This design comes from an exercise in tuning for small area and a short achievable clock period on the open sky130 flow, not from production work.
The RTL was checked by simulation tests, not by an equivalence proof against the original design.
No activity file was given, so power comes from the tool's default toggle rates.

**design/flow/flow/abc_map.script**
```
&get -n
&st
&syn3
&dch -f
&nf -R 1000
&put
```
**design/flow/flow/run.sh**
```bash
#!/bin/bash
# Layout flow: the standard layout (standard.sh: the standard flow's synthesis script and the ORFS steps), with
# three changes:
#  - synthesis runs synth_recipe.tcl through flow/synth_abc.tcl, which only swaps the script of the abc
#    technology-mapping step for flow/abc_map.script (area-oriented mapping);
#  - the 4-input multiplexer cells (slow select inputs) are added to the platform's don't-use list
#    (EXTRA_DONT_USE), so synthesis builds the A pre-shift from 2-input multiplexers;
#  - each input and output port is buffered with a plain sky130_fd_sc_hd__buf_1 (PORT_BUF) rather than
#    the delay buffer that buffer_ports picks by default.
# The whole make output goes to standard_flow.log in the work folder; ORFS's per-step logs are
# under orfs/logs/.
set -euo pipefail
cd "$(dirname "${BASH_SOURCE[0]}")/.."
PORT_BUF=sky130_fd_sc_hd__buf_1
EXTRA_DONT_USE="sky130_fd_sc_hd__mux4_1 sky130_fd_sc_hd__mux4_2 sky130_fd_sc_hd__mux4_4"
export BUFFER_PORTS_ARGS="-buffer_cell ${PORT_BUF}"
export FLOW_SYNTH_TCL="$PWD/synth_recipe.tcl"
export FLOW_ABC_SCRIPT="$PWD/flow/abc_map.script"
# the platform's own don't-use list, as ORFS's make computes it
PLATFORM_DONT_USE=$(make -s -C "$FLOW_HOME" DESIGN_CONFIG="$PWD/config.mk" WORK_HOME="$PWD/orfs" \
  print-DONT_USE_CELLS 2> dont_use_probe.log | sed -n 's/^DONT_USE_CELLS: *//p')
echo "platform don't-use: $PLATFORM_DONT_USE" > dont_use.log
[[ -n "$PLATFORM_DONT_USE" ]]
bash standard.sh "DONT_USE_CELLS=${PLATFORM_DONT_USE} ${EXTRA_DONT_USE}" \
  "SYNTH_SCRIPT=$PWD/flow/synth_abc.tcl" finish > standard_flow.log 2>&1
```
**design/flow/config.mk**
```make
export PLATFORM = sky130hd
export DESIGN_NAME = Vcpu32Alu
export DESIGN_NICKNAME = Vcpu32Alu
export VERILOG_FILES = /design/flow/design.v
export SDC_FILE = /design/flow/constraint.sdc
export NUM_CORES = 4
export LEC_CHECK = 0
export CAP_MARGIN = 20
export CORE_MARGIN = 2
export CORE_UTILIZATION = 60
export CTS_BUF_LIST = sky130_fd_sc_hd__clkbuf_4 sky130_fd_sc_hd__clkbuf_8
export SETUP_SLACK_MARGIN = 3.0
export SLEW_MARGIN = 20
```
**design/flow/design.v**
```verilog
module Vcpu32Alu (
   input    wire          clk,
   input    wire[0:31]    a,
   input    wire[0:31]    b,
   input    wire[0:7]     ac,
   output   wire[0:31]    r,
   output   wire          c,
   output   wire          n,
   output   wire          z,
   output   wire          err
   );
   wire [31:0] A   = a;
   wire [31:0] B   = b;
   wire        cin = ac[0];
   wire        invB = ac[1];
   wire [1:0]  sh  = ac[3:4];
   wire [2:0]  op  = ac[5:7];
   wire isAdd = ( op == 3'd3 );
   wire selA  = ( op == 3'd1 );
   wire selB  = ( op == 3'd2 );
   wire selAnd = ( op == 3'd5 );
   wire selOr  = ( op == 3'd6 );
   wire selXor = ( op == 3'd7 );
   wire [31:0] tA = ( sh == 2'd0 ) ? A :
                    ( sh == 2'd1 ) ? { A[30:0], 1'b0 } :
                    ( sh == 2'd2 ) ? { A[29:0], 2'b00 } :
                                     { A[28:0], 3'b000 };
   wire [3:0]  fT = { selA | selB | selAnd | selOr,          
                      selA | isAdd | selOr | selXor,         
                      selB | isAdd | selOr | selXor,         
                      1'b0 };                                
   wire [3:0]  uT = invB ? { fT[2], fT[3], fT[0], fT[1] } : fT;
   wire        gP = isAdd & ~invB;                          
   wire        gN = isAdd & invB;                           
   wire [31:0] g  = tA & (( B & { 32 { gP }} ) | ( ~B & { 32 { gN }} ));
   wire        cinA = cin & isAdd;
   wire [31:0] tL = ( tA & B & { 32 { uT[3] }} ) | ( tA & ~B & { 32 { uT[2] }} ) | ( ~tA & B & { 32 { uT[1] }} ) |
                    ( ~tA & ~B & { 32 { uT[0] }} );
   wire [31:0] p  = tL;
   wire s1c0_g0_1 = g[1] | ( p[1] & g[0] );
   wire s1c0_p0_1 = p[1] & p[0];
   wire sum_0 = tL[0] ^ cinA;
   wire sum_1 = tL[1] ^ ( g[0] | ( p[0] & cinA ));
   wire gco_0 = ( s1c0_g0_1 | ( s1c0_p0_1 & cinA ));
   wire s1c1_g0_1 = g[3] | ( p[3] & g[2] );
   wire s1c1_p0_1 = p[3] & p[2];
   wire sum_2 = tL[2];
   wire sum_3 = tL[3] ^ g[2];
   wire gco_1 = s1c1_g0_1;
   wire s1c2_g0_1 = g[5] | ( p[5] & g[4] );
   wire s1c2_p0_1 = p[5] & p[4];
   wire sum_4 = tL[4];
   wire sum_5 = tL[5] ^ g[4];
   wire gco_2 = s1c2_g0_1;
   wire s1c3_g0_1 = g[7] | ( p[7] & g[6] );
   wire s1c3_p0_1 = p[7] & p[6];
   wire sum_6 = tL[6];
   wire sum_7 = tL[7] ^ g[6];
   wire gco_3 = s1c3_g0_1;
   wire s1c4_g0_1 = g[9] | ( p[9] & g[8] );
   wire s1c4_p0_1 = p[9] & p[8];
   wire sum_8 = tL[8];
   wire sum_9 = tL[9] ^ g[8];
   wire gco_4 = s1c4_g0_1;
   wire s1c5_g0_1 = g[11] | ( p[11] & g[10] );
   wire s1c5_p0_1 = p[11] & p[10];
   wire sum_10 = tL[10];
   wire sum_11 = tL[11] ^ g[10];
   wire gco_5 = s1c5_g0_1;
   wire s1c6_g0_1 = g[13] | ( p[13] & g[12] );
   wire s1c6_p0_1 = p[13] & p[12];
   wire sum_12 = tL[12];
   wire sum_13 = tL[13] ^ g[12];
   wire gco_6 = s1c6_g0_1;
   wire s1c7_g0_1 = g[15] | ( p[15] & g[14] );
   wire s1c7_p0_1 = p[15] & p[14];
   wire sum_14 = tL[14];
   wire sum_15 = tL[15] ^ g[14];
   wire gco_7 = s1c7_g0_1;
   wire s1c8_g0_1 = g[17] | ( p[17] & g[16] );
   wire s1c8_p0_1 = p[17] & p[16];
   wire sum_16 = tL[16];
   wire sum_17 = tL[17] ^ g[16];
   wire gco_8 = s1c8_g0_1;
   wire s1c9_g0_1 = g[19] | ( p[19] & g[18] );
   wire s1c9_p0_1 = p[19] & p[18];
   wire sum_18 = tL[18];
   wire sum_19 = tL[19] ^ g[18];
   wire gco_9 = s1c9_g0_1;
   wire s1c10_g0_1 = g[21] | ( p[21] & g[20] );
   wire s1c10_p0_1 = p[21] & p[20];
   wire sum_20 = tL[20];
   wire sum_21 = tL[21] ^ g[20];
   wire gco_10 = s1c10_g0_1;
   wire s1c11_g0_1 = g[23] | ( p[23] & g[22] );
   wire s1c11_p0_1 = p[23] & p[22];
   wire sum_22 = tL[22];
   wire sum_23 = tL[23] ^ g[22];
   wire gco_11 = s1c11_g0_1;
   wire s1c12_g0_1 = g[25] | ( p[25] & g[24] );
   wire s1c12_p0_1 = p[25] & p[24];
   wire sum_24 = tL[24];
   wire sum_25 = tL[25] ^ g[24];
   wire gco_12 = s1c12_g0_1;
   wire s1c13_g0_1 = g[27] | ( p[27] & g[26] );
   wire s1c13_p0_1 = p[27] & p[26];
   wire sum_26 = tL[26];
   wire sum_27 = tL[27] ^ g[26];
   wire gco_13 = s1c13_g0_1;
   wire s1c14_g0_1 = g[29] | ( p[29] & g[28] );
   wire s1c14_p0_1 = p[29] & p[28];
   wire sum_28 = tL[28];
   wire sum_29 = tL[29] ^ g[28];
   wire gco_14 = s1c14_g0_1;
   wire s1c15_g0_1 = g[31] | ( p[31] & g[30] );
   wire s1c15_p0_1 = p[31] & p[30];
   wire sum_30 = tL[30];
   wire sum_31 = tL[31] ^ g[30];
   wire gco_15 = s1c15_g0_1;
   wire [31:0] gSum = { sum_31, sum_30, sum_29, sum_28, sum_27, sum_26, sum_25, sum_24, sum_23, sum_22, sum_21, sum_20, sum_19, sum_18, sum_17, sum_16, sum_15, sum_14, sum_13, sum_12, sum_11, sum_10, sum_9, sum_8, sum_7, sum_6, sum_5, sum_4, sum_3, sum_2, sum_1, sum_0 };
   wire [15:0] gCo = { gco_15, gco_14, gco_13, gco_12, gco_11, gco_10, gco_9, gco_8, gco_7, gco_6, gco_5, gco_4, gco_3, gco_2, gco_1, gco_0 };
   reg [31:0]   s1X;
   reg [15:0]   s1G;
   reg          s1Inv;
   always @( posedge clk ) begin
      s1X   <= gSum;
      s1G   <= gCo;
      s1Inv <= ac[2];
   end
   wire gP_0 = &s1X[1:0];
   wire gP_1 = &s1X[3:2];
   wire gP_2 = &s1X[5:4];
   wire gP_3 = &s1X[7:6];
   wire gP_4 = &s1X[9:8];
   wire gP_5 = &s1X[11:10];
   wire gP_6 = &s1X[13:12];
   wire gP_7 = &s1X[15:14];
   wire gP_8 = &s1X[17:16];
   wire gP_9 = &s1X[19:18];
   wire gP_10 = &s1X[21:20];
   wire gP_11 = &s1X[23:22];
   wire gP_12 = &s1X[25:24];
   wire gP_13 = &s1X[27:26];
   wire gP_14 = &s1X[29:28];
   wire gP_15 = &s1X[31:30];
   wire s2c_g0_1 = s1G[1] | ( gP_1 & s1G[0] );
   wire s2c_p0_1 = gP_1 & gP_0;
   wire s2c_g0_3 = s1G[3] | ( gP_3 & s1G[2] );
   wire s2c_p0_3 = gP_3 & gP_2;
   wire s2c_g0_5 = s1G[5] | ( gP_5 & s1G[4] );
   wire s2c_p0_5 = gP_5 & gP_4;
   wire s2c_g0_7 = s1G[7] | ( gP_7 & s1G[6] );
   wire s2c_p0_7 = gP_7 & gP_6;
   wire s2c_g0_9 = s1G[9] | ( gP_9 & s1G[8] );
   wire s2c_p0_9 = gP_9 & gP_8;
   wire s2c_g0_11 = s1G[11] | ( gP_11 & s1G[10] );
   wire s2c_p0_11 = gP_11 & gP_10;
   wire s2c_g0_13 = s1G[13] | ( gP_13 & s1G[12] );
   wire s2c_p0_13 = gP_13 & gP_12;
   wire s2c_g0_15 = s1G[15] | ( gP_15 & s1G[14] );
   wire s2c_p0_15 = gP_15 & gP_14;
   wire s2c_g1_2 = s1G[2] | ( gP_2 & s2c_g0_1 );
   wire s2c_p1_2 = gP_2 & s2c_p0_1;
   wire s2c_g1_3 = s2c_g0_3 | ( s2c_p0_3 & s2c_g0_1 );
   wire s2c_p1_3 = s2c_p0_3 & s2c_p0_1;
   wire s2c_g1_6 = s1G[6] | ( gP_6 & s2c_g0_5 );
   wire s2c_p1_6 = gP_6 & s2c_p0_5;
   wire s2c_g1_7 = s2c_g0_7 | ( s2c_p0_7 & s2c_g0_5 );
   wire s2c_p1_7 = s2c_p0_7 & s2c_p0_5;
   wire s2c_g1_10 = s1G[10] | ( gP_10 & s2c_g0_9 );
   wire s2c_p1_10 = gP_10 & s2c_p0_9;
   wire s2c_g1_11 = s2c_g0_11 | ( s2c_p0_11 & s2c_g0_9 );
   wire s2c_p1_11 = s2c_p0_11 & s2c_p0_9;
   wire s2c_g1_14 = s1G[14] | ( gP_14 & s2c_g0_13 );
   wire s2c_p1_14 = gP_14 & s2c_p0_13;
   wire s2c_g1_15 = s2c_g0_15 | ( s2c_p0_15 & s2c_g0_13 );
   wire s2c_p1_15 = s2c_p0_15 & s2c_p0_13;
   wire s2c_g2_4 = s1G[4] | ( gP_4 & s2c_g1_3 );
   wire s2c_p2_4 = gP_4 & s2c_p1_3;
   wire s2c_g2_5 = s2c_g0_5 | ( s2c_p0_5 & s2c_g1_3 );
   wire s2c_p2_5 = s2c_p0_5 & s2c_p1_3;
   wire s2c_g2_6 = s2c_g1_6 | ( s2c_p1_6 & s2c_g1_3 );
   wire s2c_p2_6 = s2c_p1_6 & s2c_p1_3;
   wire s2c_g2_7 = s2c_g1_7 | ( s2c_p1_7 & s2c_g1_3 );
   wire s2c_p2_7 = s2c_p1_7 & s2c_p1_3;
   wire s2c_g2_12 = s1G[12] | ( gP_12 & s2c_g1_11 );
   wire s2c_p2_12 = gP_12 & s2c_p1_11;
   wire s2c_g2_13 = s2c_g0_13 | ( s2c_p0_13 & s2c_g1_11 );
   wire s2c_p2_13 = s2c_p0_13 & s2c_p1_11;
   wire s2c_g2_14 = s2c_g1_14 | ( s2c_p1_14 & s2c_g1_11 );
   wire s2c_p2_14 = s2c_p1_14 & s2c_p1_11;
   wire s2c_g2_15 = s2c_g1_15 | ( s2c_p1_15 & s2c_g1_11 );
   wire s2c_p2_15 = s2c_p1_15 & s2c_p1_11;
   wire s2c_g3_8 = s1G[8] | ( gP_8 & s2c_g2_7 );
   wire s2c_p3_8 = gP_8 & s2c_p2_7;
   wire s2c_g3_9 = s2c_g0_9 | ( s2c_p0_9 & s2c_g2_7 );
   wire s2c_p3_9 = s2c_p0_9 & s2c_p2_7;
   wire s2c_g3_10 = s2c_g1_10 | ( s2c_p1_10 & s2c_g2_7 );
   wire s2c_p3_10 = s2c_p1_10 & s2c_p2_7;
   wire s2c_g3_11 = s2c_g1_11 | ( s2c_p1_11 & s2c_g2_7 );
   wire s2c_p3_11 = s2c_p1_11 & s2c_p2_7;
   wire s2c_g3_12 = s2c_g2_12 | ( s2c_p2_12 & s2c_g2_7 );
   wire s2c_p3_12 = s2c_p2_12 & s2c_p2_7;
   wire s2c_g3_13 = s2c_g2_13 | ( s2c_p2_13 & s2c_g2_7 );
   wire s2c_p3_13 = s2c_p2_13 & s2c_p2_7;
   wire s2c_g3_14 = s2c_g2_14 | ( s2c_p2_14 & s2c_g2_7 );
   wire s2c_p3_14 = s2c_p2_14 & s2c_p2_7;
   wire s2c_g3_15 = s2c_g2_15 | ( s2c_p2_15 & s2c_g2_7 );
   wire s2c_p3_15 = s2c_p2_15 & s2c_p2_7;
   wire rs_0 = s1X[0];
   wire rs_1 = s1X[1];
   wire rs_2 = s1X[2] ^ ( s1G[0] );
   wire rs_3 = s1X[3] ^ ( s1G[0] & ( &s1X[2:2] ) );
   wire rs_4 = s1X[4] ^ ( s2c_g0_1 );
   wire rs_5 = s1X[5] ^ ( s2c_g0_1 & ( &s1X[4:4] ) );
   wire rs_6 = s1X[6] ^ ( s2c_g1_2 );
   wire rs_7 = s1X[7] ^ ( s2c_g1_2 & ( &s1X[6:6] ) );
   wire rs_8 = s1X[8] ^ ( s2c_g1_3 );
   wire rs_9 = s1X[9] ^ ( s2c_g1_3 & ( &s1X[8:8] ) );
   wire rs_10 = s1X[10] ^ ( s2c_g2_4 );
   wire rs_11 = s1X[11] ^ ( s2c_g2_4 & ( &s1X[10:10] ) );
   wire rs_12 = s1X[12] ^ ( s2c_g2_5 );
   wire rs_13 = s1X[13] ^ ( s2c_g2_5 & ( &s1X[12:12] ) );
   wire rs_14 = s1X[14] ^ ( s2c_g2_6 );
   wire rs_15 = s1X[15] ^ ( s2c_g2_6 & ( &s1X[14:14] ) );
   wire rs_16 = s1X[16] ^ ( s2c_g2_7 );
   wire rs_17 = s1X[17] ^ ( s2c_g2_7 & ( &s1X[16:16] ) );
   wire rs_18 = s1X[18] ^ ( s2c_g3_8 );
   wire rs_19 = s1X[19] ^ ( s2c_g3_8 & ( &s1X[18:18] ) );
   wire rs_20 = s1X[20] ^ ( s2c_g3_9 );
   wire rs_21 = s1X[21] ^ ( s2c_g3_9 & ( &s1X[20:20] ) );
   wire rs_22 = s1X[22] ^ ( s2c_g3_10 );
   wire rs_23 = s1X[23] ^ ( s2c_g3_10 & ( &s1X[22:22] ) );
   wire rs_24 = s1X[24] ^ ( s2c_g3_11 );
   wire rs_25 = s1X[25] ^ ( s2c_g3_11 & ( &s1X[24:24] ) );
   wire rs_26 = s1X[26] ^ ( s2c_g3_12 );
   wire rs_27 = s1X[27] ^ ( s2c_g3_12 & ( &s1X[26:26] ) );
   wire rs_28 = s1X[28] ^ ( s2c_g3_13 );
   wire rs_29 = s1X[29] ^ ( s2c_g3_13 & ( &s1X[28:28] ) );
   wire rs_30 = s1X[30] ^ ( s2c_g3_14 );
   wire rs_31 = s1X[31] ^ ( s2c_g3_14 & ( &s1X[30:30] ) );
   wire [31:0] rSum = { rs_31, rs_30, rs_29, rs_28, rs_27, rs_26, rs_25, rs_24, rs_23, rs_22, rs_21, rs_20, rs_19, rs_18, rs_17, rs_16, rs_15, rs_14, rs_13, rs_12, rs_11, rs_10, rs_9, rs_8, rs_7, rs_6, rs_5, rs_4, rs_3, rs_2, rs_1, rs_0 };
   wire rCo = s2c_g3_15;
   reg [31:0] s2R;
   reg        s2C;
   always @( posedge clk ) begin
      s2R <= rSum ^ { 32 { s1Inv }};
      s2C <= rCo;
   end
   assign r   = s2R;
   assign c   = s2C;
   assign n   = s2R[31];
   assign z   = ( s2R == 32'd0 );
   assign err = 1'b0;
endmodule
```
**design/flow/constraint.sdc**
```tcl
create_clock -name core_clock -period 5.5 [get_ports {clk}]
set_input_delay 1.1000 -clock core_clock [delete_from_list [all_inputs] [get_ports {clk}]]
set_output_delay 1.1000 -clock core_clock [all_outputs]
set_load 0.01 [all_outputs]
```
**design/flow/flow/synth_abc.tcl**
```tcl
# The standard flow's synthesis script (synth_recipe.tcl in the work folder, unchanged), with the script of its abc
# mapping step replaced by flow/abc_map.script: a lighter, area-oriented mapping than ORFS's
# abc_speed.script. Nothing else changes: the same passes, registers and names.
proc abc {args} {
  set i [lsearch -exact $args -script]
  if { $i >= 0 } {
    lset args [expr { $i + 1 }] $::env(FLOW_ABC_SCRIPT)
  }
  puts "abc (flow/synth_abc.tcl): script $::env(FLOW_ABC_SCRIPT)"
  yosys abc {*}$args
}
source $::env(FLOW_SYNTH_TCL)
```
**design/flow/standard.sh**
```bash
#!/bin/bash
# synth_recipe.tcl (not shown) runs the flow's synth.tcl, then flattens the netlist and writes it again
# the make line also repeats each setting of config.mk as NAME=value (left out here)
make -C /OpenROAD-flow-scripts/flow DESIGN_CONFIG=/design/flow/config.mk WORK_HOME=/design/flow/orfs CLKGATE_MAP_FILE= SYNTH_SCRIPT=/design/flow/synth_recipe.tcl "${@:-finish}"
```
==> results.sh, run 1 <==
export IMPL_outcome="timing/DRC/antenna clean"
export IMPL_clkTransAtPathRegs_ps=70
export IMPL_synth_top_cell_area_share_pct=35.7
export IMPL_root_buffer="clkbuf_8"
export IMPL_worst_pin_slew_ps=1010
export IMPL_firstDrtPassIters=5
export IMPL_grt_antenna_before_repair=0
export IMPL_synth_cells=471
export IMPL_insertion_delay_ps=340
export IMPL_worstHoldPathType="flop to flop"
export IMPL_grt_usage_pct=27.7
export IMPL_globalRouteOverflowTotal=0
export IMPL_layout_nets=711
export IMPL_fin_tns_setup_ps=0
export IMPL_ir_drop_v=0.000166
export IMPL_ant_nets=0
export IMPL_port_buffers=107
export IMPL_min_period_ps=3250
export IMPL_worstPathRequired_ps=5680
export IMPL_syn_area_mm2=0.00460
export IMPL_slew_limit_headroom_pct=32.4
export IMPL_drc=0
export IMPL_initial_core_util_pct=62.7
export IMPL_finalMaxSlewViolations=0
export IMPL_ys_ff_latch=82
export IMPL_die_w_um=91.5
export IMPL_cp_start_kind="flop"
export IMPL_syn_nets=576
export IMPL_h_tree_depth=3
export IMPL_finClkSkew_ps=9.75
export IMPL_fillers=527
export IMPL_wl_per_cell_um=16.4
export IMPL_grt_pass1_vias=3958
export IMPL_fin_ws_ps=2250
export IMPL_placementRows=31
export IMPL_synth_area_leader_cell="dfxtp_1"
export IMPL_routed_wl_um=11600
export IMPL_cts_sinks=82
export IMPL_fp_coreArea_mm2=0.00733
export IMPL_fin_crit_sh_pct=59.1
export IMPL_ys_warn_count=1
export IMPL_viasPerCell=5.70
export IMPL_vias=4044
export IMPL_cts_buffer_depth=2
export IMPL_power_density_mw_per_mm2=288
export IMPL_critPathCaptureType="flop"
export IMPL_place_hpwl_um=7710
export IMPL_fin_util_pct=78.4
export IMPL_cp_arrival_ps=3430
export IMPL_drive_gt1_share_pct=11.3
export IMPL_gp_congestion=0.858
export IMPL_grt_setup_unrepaired="true"
export IMPL_die_h_um=91.5
export IMPL_cts_tree="done"
export IMPL_crit_path_max_fanout=3
export IMPL_finalSetupViolCount=0
export IMPL_dieArea_mm2=0.00838
export IMPL_io_pins=109
export IMPL_area_growth_pct=25.0
export IMPL_p_leak_nw=2.40
export IMPL_syn_avg_cell_area_um2=9.76
export IMPL_grt_pass1_wl_um=18500
export IMPL_synthTopCellsByArea="dfxtp_1 36%, mux2i_1 12%, xnor2_1 11%"
export IMPL_initialDrtViolationCount=234
export IMPL_final_common_cell="buf_1"
export IMPL_numCtsBuffers=9
export IMPL_hold_violations=0
export IMPL_grt_max_degree=51
export IMPL_ys_seq_area_share_pct=35.7
export IMPL_pre_cts_ws_ps=2190
export IMPL_final_cell_mix="103 x buf_1, 77 x dfxtp_1, 54 x xnor2_1"
export IMPL_insertedDiodeCount=0
export IMPL_ys_types=28
export IMPL_cap_violations=0
export IMPL_max_freq_mhz=308
export IMPL_worstSetupPathType="flop to flop"
## registers in the layout (all words and copies together), names as in the netlist
signal	flops
s1G	16
s1Inv	1
s1X	32
s2C	1
s2R	32
## final timing paths
path / from / end / slack [ps] / cells after the start
max: s1X[3] / s2R[30] / 2250 / 17
min: s1X[1] / s2R[1] / 430 / 1
max reg2reg: s1X[3] / s2R[30] / 2250 / 17
min reg2reg: s1X[1] / s2R[1] / 430 / 1
## synth_stat cells
cell type / n
a21boi_0: 1
a21o_1: 9
a21oi_1: 9
a31o_1: 14
a31oi_1: 6
and2_0: 1
and3_1: 1
buf_4: 2
clkinv_1: 3
conb_1: 1
dfxtp_1: 82
ha_1: 32
mux2_1: 24
mux2i_1: 53
nand2_1: 38
nand2b_1: 3
nand3_1: 16
nand4_1: 3
nor2_1: 24
nor2b_1: 1
nor3_1: 15
nor4_1: 9
o21ai_0: 28
o22ai_1: 13
o32ai_1: 1
or2_0: 2
xnor2_1: 56
xor2_1: 24
## logic make-up (layout without fill, tap and decap cells)
logic type      Yosys count  after routing  share of synthesized area [%]
simple gates            113            113                           11.2
flops                    82             82                           35.7
compound gates           81             81                           11.1
xor+xnor                 80             80                           15.2
mux                      77             78                           17.4
fa+ha+maj                32             32                           8.71
buf+inv                   5            143                          0.571
other cells               1              1                         0.0816
## critical path: stages (launching register included)
cell	delay, ps
dfxtp_2	320
a31o_1	230
a31o_1	240
a31o_1	210
a31o_1	210
a31o_1	200
a31o_1	210
a31o_1	210
and3_4	170
nand3_4	90
nand3_2	90
a21boi_4	180
nand3_2	100
nor2_1	40
nand3_1	90
nand2_1	70
ha_2	280
xor2_1	150
## per-layer routing
metal / vias to the layer above / track usage, % / wire length [um] / share of wire (%)
met4: 0 / 7.07 / 159 / 1.4
met1: 1899 / 35.5 / 5110 / 44
met3: 14 / 6.39 / 796 / 6.8
met2: 154 / 46.7 / 5570 / 48
li1: 1977 / - / - / -
met5: - / 0 / 0 / 0
## repair_timing
item,4_1_cts,5_1_grt
gates cloned,1,0
hold endpoints to repair,0,0
pin swaps,11,11
buffers inserted,9,6
endpoints found under the setup margin,64,41
hold buffers,0,0
gates resized for setup,30,22
## stage by stage
| stage | instance area [um^2] | cells | total power, mW | hold slack, ps |
|---|---|---|---|---|
| after floorplan | 4620 | 471 | 1.02 | 406 |
| after global placement | 5150 | 678 | 1.15 | 411 |
| after detailed placement | 5150 | 678 | 1.17 | 422 |
| after CTS | 5590 | 703 | 1.64 | 433 |
| after global routing | 5750 | 709 | 1.74 | 439 |
| final | 5750 | 709 | 1.65 | 429 |
## report_power, final
group	switching (mW)	leakage, nW	internal, mW
registers	0.0798	0.686	0.699
clock network	0.201	0.109	0.249
logic	0.233	1.61	0.191
total	0.513	2.40	1.14
## final cells by class
class	count	area, um^2	area share [%]
Sequential cell	82	1650	28.7
Clock inverter	2	35.0	0.610
Tap cell	99	124	2.16
Timing Repair Buffer	125	601	10.5
Clock buffer	13	173	3.01
Inverter	3	11.3	0.196
Multi-Input combinational cell	385	3150	54.9
==> run 2: changes to the inputs <==
==> design/flow/flow/abc_map.script (replaced) <==
&get -n
&st
&dch
&nf
&st
&syn2
&if -g -K 6
&synch2
&nf
&st
&syn2
&if -g -K 6
&synch2
&nf
&st
&syn2
&if -g -K 6
&synch2
&nf
&st
&syn2
&if -g -K 6
&synch2
&nf
&st
&syn2
&if -g -K 6
&synch2
&nf -R 1000
&put
==> results.sh, run 2 <==
export IMPL_synthXorXnorAreaFrac_pct=15.0
export IMPL_pre_cts_ws_ps=2230
export IMPL_fin_tns_setup_ps=0
export IMPL_cts_tree="done"
export IMPL_ys_types=30
export IMPL_finalSetupViolCount=0
export IMPL_placementRows=32
export IMPL_max_freq_mhz=386
export IMPL_grt_max_degree=39
export IMPL_ys_seq_area_share_pct=35.0
export IMPL_finClkSkew_ps=12.1
export IMPL_syn_nets=577
export IMPL_clkTransAtPathRegs_ps=90
export IMPL_fin_util_pct=74.7
export IMPL_insertion_delay_ps=360
export IMPL_worstPathRequired_ps=4400
export IMPL_die_h_um=92.4
export IMPL_grt_usage_pct=27.1
export IMPL_numCtsBuffers=9
export IMPL_timing_critical_path_slowest_cell_delay_ps=340
export IMPL_async_flop_share_pct=0
export IMPL_synth_top_family_by_area="multiplexers"
export IMPL_holdPathStages=1
export IMPL_holdWs_ps=428
export IMPL_cp_start_kind="flop"
export IMPL_synthTopCellsByArea="dfxtp_1 35%, mux2i_1 18%, xnor2_1 12%"
export IMPL_drc=0
export IMPL_crit_path_max_fanout=2
export IMPL_min_period_ps=2590
export IMPL_cts_buffer_depth=2
export IMPL_synth_edf_count=0
export IMPL_hold_buffers=0
export IMPL_synth_most_common_cell="mux2i_1"
export IMPL_vias=3972
export IMPL_area_growth_pct=22.0
export IMPL_fp_coreArea_mm2=0.00765
export IMPL_worst_pin_slew_ps=978
export IMPL_initial_core_util_pct=61.3
export IMPL_p_leak_nw=2.52
export IMPL_wl_per_cell_um=15.9
export IMPL_finalMaxSlewViolations=0
export IMPL_fin_crit_sh_pct=47.1
export IMPL_dieArea_mm2=0.00853
export IMPL_firstDrtPassIters=5
export IMPL_cap_violations=0
export IMPL_synth_compound_area_share_pct=9.91
export IMPL_largestRegisters="s1X (32), s2R (32), s1G (16)"
export IMPL_ir_drop_v=0.000216
export IMPL_synthSimpleGateAreaFrac_pct=11.9
export IMPL_outcome="timing/DRC/antenna clean"
export IMPL_gp_congestion=0.849
export IMPL_synth_top_cell_area_share_pct=35.0
export IMPL_layout_nets=703
export IMPL_dominantRegCellSynth="dfxtp_1"
export IMPL_synth_area_leader_cell="dfxtp_1"
export IMPL_routed_wl_um=11200
export IMPL_root_buffer="clkbuf_8"
export IMPL_worstHoldPathType="flop to flop"
export IMPL_grt_pass1_wl_um=18300
export IMPL_ys_warn_count=1
export IMPL_syn_area_mm2=0.00468
export IMPL_viasPerCell=5.63
export IMPL_slew_limit_headroom_pct=34.8
export IMPL_cp_arrival_ps=1490
export IMPL_synth_fa_ha_area_share_pct=8.55
export IMPL_io_pins=109
export IMPL_die_w_um=92.4
export IMPL_critPathCaptureType="output pin"
export IMPL_power_density_mw_per_mm2=301
export IMPL_final_cell_mix="102 x buf_1, 86 x mux2i_1, 73 x dfxtp_1"
export IMPL_syn_avg_cell_area_um2=9.92
export IMPL_initialDrtViolationCount=137
export IMPL_grt_pass1_vias=4003
export IMPL_place_hpwl_um=7950
export IMPL_r2r_cells=11
export IMPL_yosys_top_cells_count="86 x mux2i_1, 82 x dfxtp_1, 63 x xnor2_1"
export IMPL_insertedDiodeCount=0
export IMPL_slowest_stage="dfxtp_2"
export IMPL_drive_gt1_share_pct=9.78
export IMPL_synth_cells=472
export IMPL_port_buffers=107
export IMPL_ant_nets=0
export IMPL_final_common_cell="buf_1"
export IMPL_grt_antenna_before_repair=0
export IMPL_globalRouteOverflowTotal=0
export IMPL_hold_violations=0
export IMPL_h_tree_depth=3
export IMPL_cts_sinks=82
export IMPL_grt_setup_unrepaired="true"
export IMPL_synthMuxAreaShare_pct=19.1
export IMPL_crit_chain="nor4_4 -> nand4_1 -> nor2_2 -> buf_2"
export IMPL_worstSetupPathType="flop to output pin"
export IMPL_ys_ff_latch=82
export IMPL_fin_ws_ps=2910
[run 2: cells by family after synthesis]
logic type / Yosys count
xor+xnor: 80
buf+inv: 4
simple gates: 108
other cells: 1
mux: 89
fa+ha+maj: 32
compound gates: 76
flops: 82
[run 2: metal layers]
metal / vias up / GRT usage (%) / routed length (um)
li1: 1973 / - / -
met1: 1853 / 34.1 / 5020
met2: 132 / 46.4 / 5400
met3: 14 / 5.61 / 650
met4: 0 / 8.83 / 174
met5: - / 0 / 0
[run 2: worst paths after layout]
check                           startpoint      end  slack (ps)
worst min-delay path                s1X[0]   s2R[0]         430
worst max register to register      s1X[4]  s2R[30]        3000
worst min register to register      s1X[0]   s2R[0]         430
worst max-delay path                s2R[2]        z        2910
[run 2: timing repair]
action	in CTS	in global routing
endpoints found under the setup margin	54	26
gates resized for setup	37	7
pin swaps	12	6
setup buffers	5	3
[run 2: where the power goes]
group	switching, mW	internal, mW	total, mW
registers	0.0873	0.701	0.789
logic	0.230	0.186	0.416
clock network	0.233	0.283	0.517
total	0.550	1.17	1.72
[run 2: per-stage QoR]
stage                     area (um^2)  total power, mW  std cells
after floorplan                  4690             1.03        472
after global placement           5220             1.16        681
after detailed placement         5220             1.18        681
after CTS                        5670             1.73        702
after global routing             5710             1.81        705
final                            5710             1.72        705
[run 2: critical path: cells and delay by family (launching register included)]
family | cells | cell delay [ps]
DFF | 1 | 340
buffers and inverters | 1 | 150
and+or+nand+nor | 3 | 650
[run 2: area by class of cell]
cell class / count / area (um^2)
repair buffers: 117 / 500
flip-flops and latches: 82 / 1650
clock buffers: 11 / 151
fillers: 595 / 1930
multi-input cells: 386 / 3190
inverters: 2 / 7.51
clock inverters: 5 / 85.1
well taps: 102 / 128
==> run 3: changes to the inputs <==
--- a/design/flow/flow/abc_map.script
+++ b/design/flow/flow/abc_map.script
@@ -29,2 +29,7 @@
 &nf -R 1000
 &put
+buffer -c
+topo
+stime -c
+upsize -c
+dnsize -c
==> results.sh, run 3 <==
export IMPL_power_mw=1.66
export IMPL_worstHoldPathType="flop to flop"
export IMPL_drive_gt1_share_pct=11.1
export IMPL_drc=0
export IMPL_r2r_cells=11
export IMPL_instances_no_fill=704
export IMPL_slew_limit_headroom_pct=36.1
export IMPL_fin_ws_ps=2870
export IMPL_place_hpwl_um=8090
export IMPL_routed_wl_um=11200
export IMPL_ir_drop_v=0.000145
export IMPL_top_layer_used="met4"
export IMPL_min_period_ps=2630
export IMPL_firstDrtPassIters=4
export IMPL_critPathCaptureType="output pin"
export IMPL_synth_edf_count=0
export IMPL_multi_input_area_mm2=0.00322
export IMPL_initialDrtViolationCount=115
export IMPL_timing_critical_path_slowest_cell_delay_ps=350
export IMPL_synth_top_cell_area_share_pct=33.9
export IMPL_synth_most_common_cell="mux2i_1"
export IMPL_path_depth=4
export IMPL_vias=3910
export IMPL_final_common_cell="buf_1"
export IMPL_hold_buffers=0
export IMPL_die_h_um=93.9
export IMPL_hold_start="s1X[0]"
export IMPL_holdPathStages=1
export IMPL_placementRows=32
export IMPL_finalMaxSlewViolations=0
export IMPL_ys_warn_count=1
export IMPL_fin_crit_sh_pct=47.8
export IMPL_p_leak_nw=2.50
export IMPL_synth_cells=502
export IMPL_worstPathRequired_ps=4400
export IMPL_clkTransAtPathRegs_ps=90
export IMPL_seq_area_mm2=0.00165
export IMPL_largestRegisters="s1X (32), s2R (32), s1G (16)"
export IMPL_cp_arrival_ps=1530
export IMPL_fillers=608
export IMPL_grt_usage_pct=26.5
export IMPL_dp_cells=681
export IMPL_cts_tree="done"
export IMPL_viasPerCell=5.55
export IMPL_cts_sinks=82
export IMPL_crit_path_max_fanout=2
export IMPL_grt_pass1_wl_um=18100
export IMPL_yosys_top_cells_count="86 x mux2i_1, 82 x dfxtp_1, 63 x xnor2_1"
export IMPL_grt_max_degree=39
export IMPL_finalSetupViolCount=0
export IMPL_power_density_mw_per_mm2=292
export IMPL_ys_seq_area_share_pct=33.9
export IMPL_grt_antenna_before_repair=0
export IMPL_synth_area_leader_cell="dfxtp_1"
export IMPL_wl_met2_um=5380
export IMPL_insertion_delay_ps=370
export IMPL_cap_violations=0
export IMPL_pre_cts_ws_ps=2160
export IMPL_final_cell_mix="103 x buf_1, 78 x mux2i_1, 73 x dfxtp_1"
export IMPL_area_growth_pct=17.6
export IMPL_async_flop_share_pct=0
export IMPL_crit_chain="nor4_4 -> nand4_1 -> nor2_1 -> buf_2"
export IMPL_dieArea_mm2=0.00882
export IMPL_io_pins=109
export IMPL_critPathTopFamily="simple AND/OR/NAND/NOR gates"
export IMPL_fp_coreArea_mm2=0.00777
export IMPL_max_freq_mhz=380
export IMPL_crit_buf_inv=1
export IMPL_initial_core_util_pct=62.4
export IMPL_fin_tns_setup_ps=0
export IMPL_wl_met1_um=5140
export IMPL_finClkSkew_ps=11.5
export IMPL_wl_per_cell_um=15.9
export IMPL_worst_pin_slew_ps=958
export IMPL_h_tree_depth=3
export IMPL_cts_buffer_depth=2
export IMPL_outcome="timing/DRC/antenna clean"
export IMPL_dominantRegCellSynth="dfxtp_1"
export IMPL_insertedDiodeCount=0
export IMPL_globalRouteOverflowTotal=0
export IMPL_die_w_um=93.9
export IMPL_gp_congestion=0.823
export IMPL_ant_nets=0
export IMPL_synthTopCellsByArea="dfxtp_1 34%, mux2i_1 18%, xnor2_1 11%"
export IMPL_reg2reg_from="s1X[4]"
export IMPL_numCtsBuffers=9
export IMPL_syn_nets=607
export IMPL_ys_types=38
export IMPL_layout_nets=702
export IMPL_grt_setup_unrepaired="true"
export IMPL_worstSetupPathType="flop to output pin"
export IMPL_syn_area_mm2=0.00485
export IMPL_hold_violations=0
export IMPL_root_buffer="clkbuf_8"
export IMPL_port_buffers=107
export IMPL_dr_wl_met3_um=449
export IMPL_ys_ff_latch=82
export IMPL_cp_start_kind="flop"
export IMPL_critical_path_startpoint="s2R[17]"
export IMPL_slowest_stage="dfxtp_2"
export IMPL_grt_pass1_vias=3762
export IMPL_syn_avg_cell_area_um2=9.66
==> run 3: cell types whose count changed in the layout (fill, tap and decap cells not counted), sizes merged <==
cell	delta
clkbuf	-2
bufinv	-1
inv	+2
==> run 3: final timing paths <==
path / endpoint / slack, ps
hold / removal: s2R[0] / 420
setup / recovery: z / 2870
setup reg to reg: s2R[30] / 2980
hold reg to reg: s2R[0] / 420
==> run 3: metal layers <==
layer,track usage (%),vias to the layer above
met3,5.14,14
met4,9.78,0
met2,44.3,90
met1,33.8,1845
li1,-,1961
met5,0,-
==> run 3: stage by stage <==
| stage | hold WS [ps] | utilization, % | instance area (um^2) |
|---|---|---|---|
| floorplan | 392 | - | 4930 |
| global placement | 401 | 68.3 | 5310 |
| detailed placement | 415 | 68.3 | 5310 |
| CTS | 423 | 72.9 | 5670 |
| global route | 430 | 73.4 | 5700 |
| finish | 419 | 73.4 | 5700 |
==> run 3: cells by family (layout without fill, tap and decap cells) <==
family / Yosys count / after routing / share of synthesized area, %
muxes: 89 / 89 / 18.5
xor gates and xnor gates: 80 / 80 / 14.5
other: 1 / 1 / 0.0773
adders and majority gates: 32 / 32 / 8.26
buffers and inverters: 34 / 134 / 2.84
DFF: 82 / 82 / 33.9
AOI/OAI and AO/OA: 76 / 76 / 10.4
and+or+nand+nor: 108 / 108 / 11.6
==> run 3: power by group <==
part           total (mW)  switching (mW)  internal [mW]
clock network       0.454           0.231          0.223
registers           0.787          0.0861          0.701
logic               0.423           0.234          0.189
total                1.66           0.551           1.11
==> run 3: final cells by class <==
| type | instances | area share (%) |
|---|---|---|
| sequential | 82 | 29.0 |
| clock inverter | 6 | 1.14 |
| inverter | 2 | 0.132 |
| timing repair buffer | 116 | 8.65 |
| tap | 102 | 2.24 |
| multi-input combinational | 386 | 56.4 |
| clock buffer | 10 | 2.41 |
==> run 3: what timing repair did <==
action,CTS,global route
endpoints found under the setup margin,44,22
gates resized for setup,23,9
pin swaps,13,8
setup buffers,6,1

what the ideal ports hide:
No port has a modelled driver above. Below, the same layouts with a new extraction and two added sets of constraints.
Step 1 (the two cells are an assumption about what drives the block):
set clk [get_ports {clk}]
set_driving_cell -lib_cell sky130_fd_sc_hd__clkbuf_16 $clk
set_driving_cell -lib_cell sky130_fd_sc_hd__buf_2 [delete_from_list [all_inputs] $clk]
Step 2, shift: input delay + t, output delay - t, t = (earliest + latest rising clock arrival at the registers) / 2. This alone moves slack from input paths to output paths.
Slacks: ideal ports / drivers / drivers and shift; pairs: ideal ports / drivers.
run | t (ns) | setup WS [ns] | slew at the worst register clock pin (ns) | worst data-port slew with drivers (ns) | cell pins on the clock port's net
run 1 | 0.371 | 2.249 / 2.249 / 2.249 | 0.08 / 0.08 | 0.06 | 1
run 2 | 0.387 | 2.912 / 2.880 / 2.712 | 0.10 / 0.10 | 0.04 | 1
run 3 | 0.395 | 2.872 / 2.839 / 2.729 | 0.09 / 0.09 | 0.05 | 1
After both steps every run listed still meets setup and hold. For run 2, which loses most, drivers alone change the setup slack by -0.032 ns; drivers and shift together by -0.200 ns.
